Source: an optimization exercise on an open RTL-to-GDS flow (aim: small area). Production flows keep margins and buffers that such runs may drop. No activity file was given, so power comes from the tool's default toggle rates.

==> run F <==
==> flow/design.v <==
module voter_authentication(
    input wire clk,
    input wire reset,
    input wire [7:0] voter_id_input,
    input wire authenticate_voter,
    input wire system_enable,
    output reg authenticated,
    output reg already_voted,
    output reg valid_voter
);
    wire [7:0] registered_voters [0:15];
    reg voted [0:15];
    integer i;
    genvar g;
    generate
        for (g = 0; g < 16; g = g + 1) begin : g_ids
            assign registered_voters[g] = 8'h10 + g;
        end
    endgenerate
    always @(posedge clk or posedge reset) begin
        if (reset) begin
            authenticated <= 0;
            already_voted <= 0;
            valid_voter <= 0;
            for (i = 0; i < 16; i = i + 1)
                voted[i] <= 0;
        end else if (system_enable && authenticate_voter) begin
            valid_voter <= 0;
            already_voted <= 0;
            authenticated <= 0;
            for (i = 0; i < 16; i = i + 1) begin
                if (voter_id_input == registered_voters[i]) begin
                    valid_voter <= 1;
                    if (voted[i]) begin
                        already_voted <= 1;
                        authenticated <= 0;
                    end else begin
                        authenticated <= 1;
                        already_voted <= 0;
                        voted[i] <= 1;
                    end
                end
            end
        end
    end
endmodule
module vote_counter(
    input wire clk,
    input wire reset,
    input wire valid_vote,
    input wire [3:0] candidate,
    input wire result_request,
    output reg [15:0] total_votes_cast,
    output reg [3:0] winning_candidate_id,
    output reg [15:0] winning_candidate_votes,
    output reg results_available
);
    reg [15:0] votes [0:3];
    reg [15:0] best_votes;
    reg [3:0] best_id;
    integer i, j;
    always @(*) begin
        best_id = 0;
        best_votes = votes[0];
        for (j = 1; j < 4; j = j + 1) begin
            if (votes[j] > best_votes) begin
                best_votes = votes[j];
                best_id = j[3:0];
            end
        end
    end
    always @(posedge clk or posedge reset) begin
        if (reset) begin
            total_votes_cast <= 0;
            for (i = 0; i < 4; i = i + 1)
                votes[i] <= 0;
            winning_candidate_id <= 0;
            winning_candidate_votes <= 0;
            results_available <= 0;
        end else begin
            if (valid_vote && candidate < 4) begin
                votes[candidate] <= votes[candidate] + 1;
                total_votes_cast <= total_votes_cast + 1;
            end
            if (result_request) begin
                winning_candidate_id <= best_id;
                winning_candidate_votes <= best_votes;
                results_available <= 1;
            end else begin
                results_available <= 0;
            end
        end
    end
endmodule
module voting_system_controller(
    input wire clk,
    input wire reset,
    input wire [7:0] voter_id_input,
    input wire [3:0] candidate_selection,
    input wire submit_vote,
    input wire authenticate_voter,
    input wire display_results_request,
    input wire system_enable,
    output reg [7:0] system_status,
    output reg [7:0] current_voter_id,
    output reg [3:0] current_candidate,
    output reg vote_accepted,
    output reg vote_rejected,
    output reg system_ready,
    output wire [15:0] total_votes_cast,
    output wire [3:0] winning_candidate_id,
    output wire [15:0] winning_candidate_votes,
    output wire results_available,
    output reg [7:0] error_code
);
    wire authenticated, already_voted, valid_voter;
    reg allow_vote;
    reg result_request_pulse;
    voter_authentication auth (
        .clk(clk),
        .reset(reset),
        .voter_id_input(voter_id_input),
        .authenticate_voter(authenticate_voter),
        .system_enable(system_enable),
        .authenticated(authenticated),
        .already_voted(already_voted),
        .valid_voter(valid_voter)
    );
    vote_counter vcount (
        .clk(clk),
        .reset(reset),
        .valid_vote(allow_vote),
        .candidate(candidate_selection),
        .result_request(display_results_request),
        .total_votes_cast(total_votes_cast),
        .winning_candidate_id(winning_candidate_id),
        .winning_candidate_votes(winning_candidate_votes),
        .results_available(results_available)
    );
    always @(posedge clk or posedge reset) begin
        if (reset) begin
            system_status <= 0;
            current_voter_id <= 0;
            current_candidate <= 0;
            vote_accepted <= 0;
            vote_rejected <= 0;
            system_ready <= 0;
            error_code <= 0;
            allow_vote <= 0;
        end else begin
            system_ready <= system_enable;
            if (system_enable) begin
                if (authenticate_voter) begin
                    current_voter_id <= voter_id_input;
                    if (!valid_voter) begin
                        system_status <= 0;
                        error_code <= 8'h01;  
                        vote_accepted <= 0;
                        vote_rejected <= 1;
                        allow_vote <= 0;
                    end else if (already_voted) begin
                        system_status <= 0;
                        error_code <= 8'h02;  
                        vote_accepted <= 0;
                        vote_rejected <= 1;
                        allow_vote <= 0;
                    end else if (authenticated) begin
                        system_status <= 8'h01;
                        error_code <= 0;
                        vote_accepted <= 0;
                        vote_rejected <= 0;
                        allow_vote <= 0;
                    end
                end
                if (system_status == 8'h01 && submit_vote) begin
                    current_candidate <= candidate_selection;
                    if (candidate_selection < 4) begin
                        vote_accepted <= 1;
                        vote_rejected <= 0;
                        allow_vote <= 1;
                        error_code <= 0;
                    end else begin
                        vote_accepted <= 0;
                        vote_rejected <= 1;
                        error_code <= 8'h03;  
                        allow_vote <= 0;
                    end
                end else begin
                    vote_accepted <= 0;
                    vote_rejected <= 0;
                    allow_vote <= 0;
                end
            end else begin
                system_status <= 0;
                system_ready <= 0;
            end
        end
    end
endmodule
module digital_voting_system_top (
    input wire master_clk,
    input wire reset,
    input wire [7:0] voter_id_input,
    input wire [3:0] candidate_selection,
    input wire submit_vote,
    input wire authenticate_voter,
    input wire display_results_request,
    input wire system_enable,
    output wire [7:0] system_status,
    output wire [7:0] current_voter_id,
    output wire [3:0] current_candidate,
    output wire vote_accepted,
    output wire vote_rejected,
    output wire system_ready,
    output wire [15:0] total_votes_cast,
    output wire [3:0] winning_candidate_id,
    output wire [15:0] winning_candidate_votes,
    output wire results_available,
    output wire [7:0] error_code
);
    voting_system_controller voting_sys (
        .clk(master_clk),
        .reset(reset),
        .voter_id_input(voter_id_input),
        .candidate_selection(candidate_selection),
        .submit_vote(submit_vote),
        .authenticate_voter(authenticate_voter),
        .display_results_request(display_results_request),
        .system_enable(system_enable),
        .system_status(system_status),
        .current_voter_id(current_voter_id),
        .current_candidate(current_candidate),
        .vote_accepted(vote_accepted),
        .vote_rejected(vote_rejected),
        .system_ready(system_ready),
        .total_votes_cast(total_votes_cast),
        .winning_candidate_id(winning_candidate_id),
        .winning_candidate_votes(winning_candidate_votes),
        .results_available(results_available),
        .error_code(error_code)
    );
endmodule
==> flow/run.sh <==
#!/bin/bash
# synth_recipe.tcl (not shown) runs the flow's synth.tcl, then flattens the netlist and writes it again
# the make line also repeats each setting of config.mk as NAME=value (left out here)
make -C /OpenROAD-flow-scripts/flow DESIGN_CONFIG=/design/flow/config.mk WORK_HOME=/design/flow/orfs CLKGATE_MAP_FILE= SYNTH_SCRIPT=/design/flow/synth_recipe.tcl finish
==> flow/config.mk <==
export PLATFORM = sky130hd
export DESIGN_NAME = digital_voting_system_top
export DESIGN_NICKNAME = digital_voting_system_top
export VERILOG_FILES = /design/flow/design.v
export SDC_FILE = /design/flow/constraint.sdc
export NUM_CORES = 4
export LEC_CHECK = 0
export CAP_MARGIN = 20
export CORE_MARGIN = 2
export CORE_UTILIZATION = 40
export SLEW_MARGIN = 20
==> flow/constraint.sdc <==
create_clock -name core_clock -period 7.0 [get_ports {master_clk}]
set_input_delay 1.4000 -clock core_clock [delete_from_list [all_inputs] [get_ports {master_clk}]]
set_output_delay 1.4000 -clock core_clock [all_outputs]
set_load 0.01 [all_outputs]
==> inputs of run R, as changes to run F <==
==> flow/design.v, changed modules only <==
module voter_authentication(
    input wire clk,
    input wire reset,
    input wire [7:0] voter_id_input,
    input wire authenticate_voter,
    input wire system_enable,
    input wire [7:0] current_voter_id,
    output wire authenticated,
    output reg already_voted,
    output wire valid_voter
);
    reg [15:0] voted;
    wire id_ok = (voter_id_input[7:4] == 4'h1);
    wire do_auth = system_enable & authenticate_voter;
    assign valid_voter = (current_voter_id[7:4] == 4'h1);
    assign authenticated = valid_voter & ~already_voted;
    always @(posedge clk or posedge reset) begin
        if (reset) begin
            already_voted <= 1'b0;
            voted <= 16'd0;
        end else if (do_auth) begin
            already_voted <= id_ok & voted[voter_id_input[3:0]];
            if (id_ok)
                voted[voter_id_input[3:0]] <= 1'b1;
        end
    end
endmodule
module vote_counter(
    input wire clk,
    input wire reset,
    input wire valid_vote,
    input wire [3:0] candidate,
    input wire result_request,
    output reg [15:0] total_votes_cast,
    output reg [3:0] winning_candidate_id,
    output reg [15:0] winning_candidate_votes,
    output reg results_available
);
    reg [15:0] v0, v1, v2, v3;
    function [15:0] inc16(input [15:0] q, input en);
        integer k;
        reg t;
        begin
            t = en;
            for (k = 0; k < 16; k = k + 1) begin
                inc16[k] = q[k] ^ t;
                t = t & q[k];
            end
        end
    endfunction
    wire vote = valid_vote & ~candidate[3] & ~candidate[2];
    reg [3:0] alive;
    reg [15:0] best_votes;
    reg [1:0] best_id;
    integer b;
    always @(*) begin
        alive = 4'b1111;
        for (b = 15; b >= 0; b = b - 1) begin
            best_votes[b] = (alive[0] & v0[b]) | (alive[1] & v1[b]) |
                            (alive[2] & v2[b]) | (alive[3] & v3[b]);
            if (best_votes[b])
                alive = alive & {v3[b], v2[b], v1[b], v0[b]};
        end
        best_id = alive[0] ? 2'd0 : alive[1] ? 2'd1 : alive[2] ? 2'd2 : 2'd3;
    end
    always @(posedge clk or posedge reset) begin
        if (reset) begin
            total_votes_cast <= 0;
            v0 <= 0; v1 <= 0; v2 <= 0; v3 <= 0;
            winning_candidate_id <= 0;
            winning_candidate_votes <= 0;
            results_available <= 0;
        end else begin
            total_votes_cast <= inc16(total_votes_cast, vote);
            v0 <= inc16(v0, vote & (candidate[1:0] == 2'd0));
            v1 <= inc16(v1, vote & (candidate[1:0] == 2'd1));
            v2 <= inc16(v2, vote & (candidate[1:0] == 2'd2));
            v3 <= inc16(v3, vote & (candidate[1:0] == 2'd3));
            results_available <= result_request;
            if (result_request) begin
                winning_candidate_id <= {2'b00, best_id};
                winning_candidate_votes <= best_votes;
            end
        end
    end
endmodule
module voting_system_controller(
    input wire clk,
    input wire reset,
    input wire [7:0] voter_id_input,
    input wire [3:0] candidate_selection,
    input wire submit_vote,
    input wire authenticate_voter,
    input wire display_results_request,
    input wire system_enable,
    output wire [7:0] system_status,
    output reg [7:0] current_voter_id,
    output reg [3:0] current_candidate,
    output reg vote_accepted,
    output reg vote_rejected,
    output reg system_ready,
    output wire [15:0] total_votes_cast,
    output wire [3:0] winning_candidate_id,
    output wire [15:0] winning_candidate_votes,
    output wire results_available,
    output wire [7:0] error_code
);
    wire authenticated, already_voted, valid_voter;
    reg status;
    reg [1:0] err;
    assign system_status = {7'd0, status};
    assign error_code = {6'd0, err};
    voter_authentication auth (
        .clk(clk),
        .reset(reset),
        .voter_id_input(voter_id_input),
        .authenticate_voter(authenticate_voter),
        .system_enable(system_enable),
        .current_voter_id(current_voter_id),
        .authenticated(authenticated),
        .already_voted(already_voted),
        .valid_voter(valid_voter)
    );
    vote_counter vcount (
        .clk(clk),
        .reset(reset),
        .valid_vote(vote_accepted),
        .candidate(candidate_selection),
        .result_request(display_results_request),
        .total_votes_cast(total_votes_cast),
        .winning_candidate_id(winning_candidate_id),
        .winning_candidate_votes(winning_candidate_votes),
        .results_available(results_available)
    );
    wire cand_ok = ~candidate_selection[3] & ~candidate_selection[2];
    always @(posedge clk or posedge reset) begin
        if (reset) begin
            status <= 0;
            current_voter_id <= 0;
            current_candidate <= 0;
            vote_accepted <= 0;
            vote_rejected <= 0;
            system_ready <= 0;
            err <= 0;
        end else begin
            system_ready <= system_enable;
            if (system_enable) begin
                if (authenticate_voter) begin
                    current_voter_id <= voter_id_input;
                    status <= authenticated;
                    err <= !valid_voter ? 2'd1 : already_voted ? 2'd2 : 2'd0;
                end
                if (status && submit_vote) begin
                    current_candidate <= candidate_selection;
                    vote_accepted <= cand_ok;
                    vote_rejected <= ~cand_ok;
                    err <= cand_ok ? 2'd0 : 2'd3;
                end else begin
                    vote_accepted <= 0;
                    vote_rejected <= 0;
                end
            end else begin
                status <= 0;
            end
        end
    end
endmodule
==> comparison table <==
| quantity | run F | run R |
|---|---|---|
| Status | no timing/DRC/antenna violations | failed layout checks |
| Reasons for failing layout checks | - | setup timing |
| Clock buf/inv share | 6.087% | 5.343% |
| Inverters | 58 | 42 |
| Post-synth design cell area | 8040 µm² | 7799 µm² |
| Post-synthesis sequential area ratio | 42.33% | 43.00% |
| Internal power | 1.406 mW | 1.416 mW |
| Aggregate negative setup slack | 0 ns | -1.721 ns |
| Synthesis-to-layout area growth | 18.38% | 42.93% |
| Crit path depth | 21 | 30 |
| Max FO, Critical Path | 19 | 7 |
| Die ar. | 21250 µm² | 20630 µm² |
| Setup repair after global routing missed its margin | false | true |
| Grt met3 use | 4.639% | 3.466% |
| Leading cell type in the layout, fill and taps excluded | dfrtp_1 | buf_4 |
| Final setup skew | 0.008846 ns | 0.01042 ns |
| Die span in y | 145.8 µm | 143.6 µm |
| Compound-Gate Fraction of Synth Area | 13.91% | 22.62% |
| Time the final worst path needs with I/O delays and setup | 6.213 ns | 7.472 ns |
| Mean number of vias per cell | 5.389 | 5.569 |
| Combinational cell power | 0.150 mW | 0.156 mW |
| Clk sink count | 136 | 134 |
| Largest net degree at the start of global routing | 82 | 75 |
| GRT met1 Usage | 27.97% | 24.48% |
| Total power | 1.858 mW | 1.893 mW |
No functional check of the RTL was part of any run of this note.

==> static timing again, ports no longer ideal <==
No port has a modelled driver above. Below, the same layouts with a new extraction and two added sets of constraints.
Step 1 (the two cells are an assumption about what drives the block):
set clk [get_ports {master_clk}]
set_driving_cell -lib_cell sky130_fd_sc_hd__clkbuf_16 $clk
set_driving_cell -lib_cell sky130_fd_sc_hd__buf_2 [delete_from_list [all_inputs] $clk]
Step 2, shift: input delay + t, output delay - t, t = (earliest + latest rising clock arrival at the registers) / 2. This alone moves slack from input paths to output paths.
a / b / c = ideal / step 1 / step 2; a / b = the first two.
| run | shift t [ns] | setup WS [ns] | worst hold slack (ns) | worst setup path at the end | pins driven straight from the clock port |
|---|---|---|---|---|---|
| run F | 0.460 | 0.787 / 0.787 / 0.787 | 0.458 / 0.458 / 0.458 | register to register | 1 |
| run R | 0.472 | -0.472 / -0.472 / -0.472 | 0.453 / 0.453 / 0.453 | register to register | 1 |
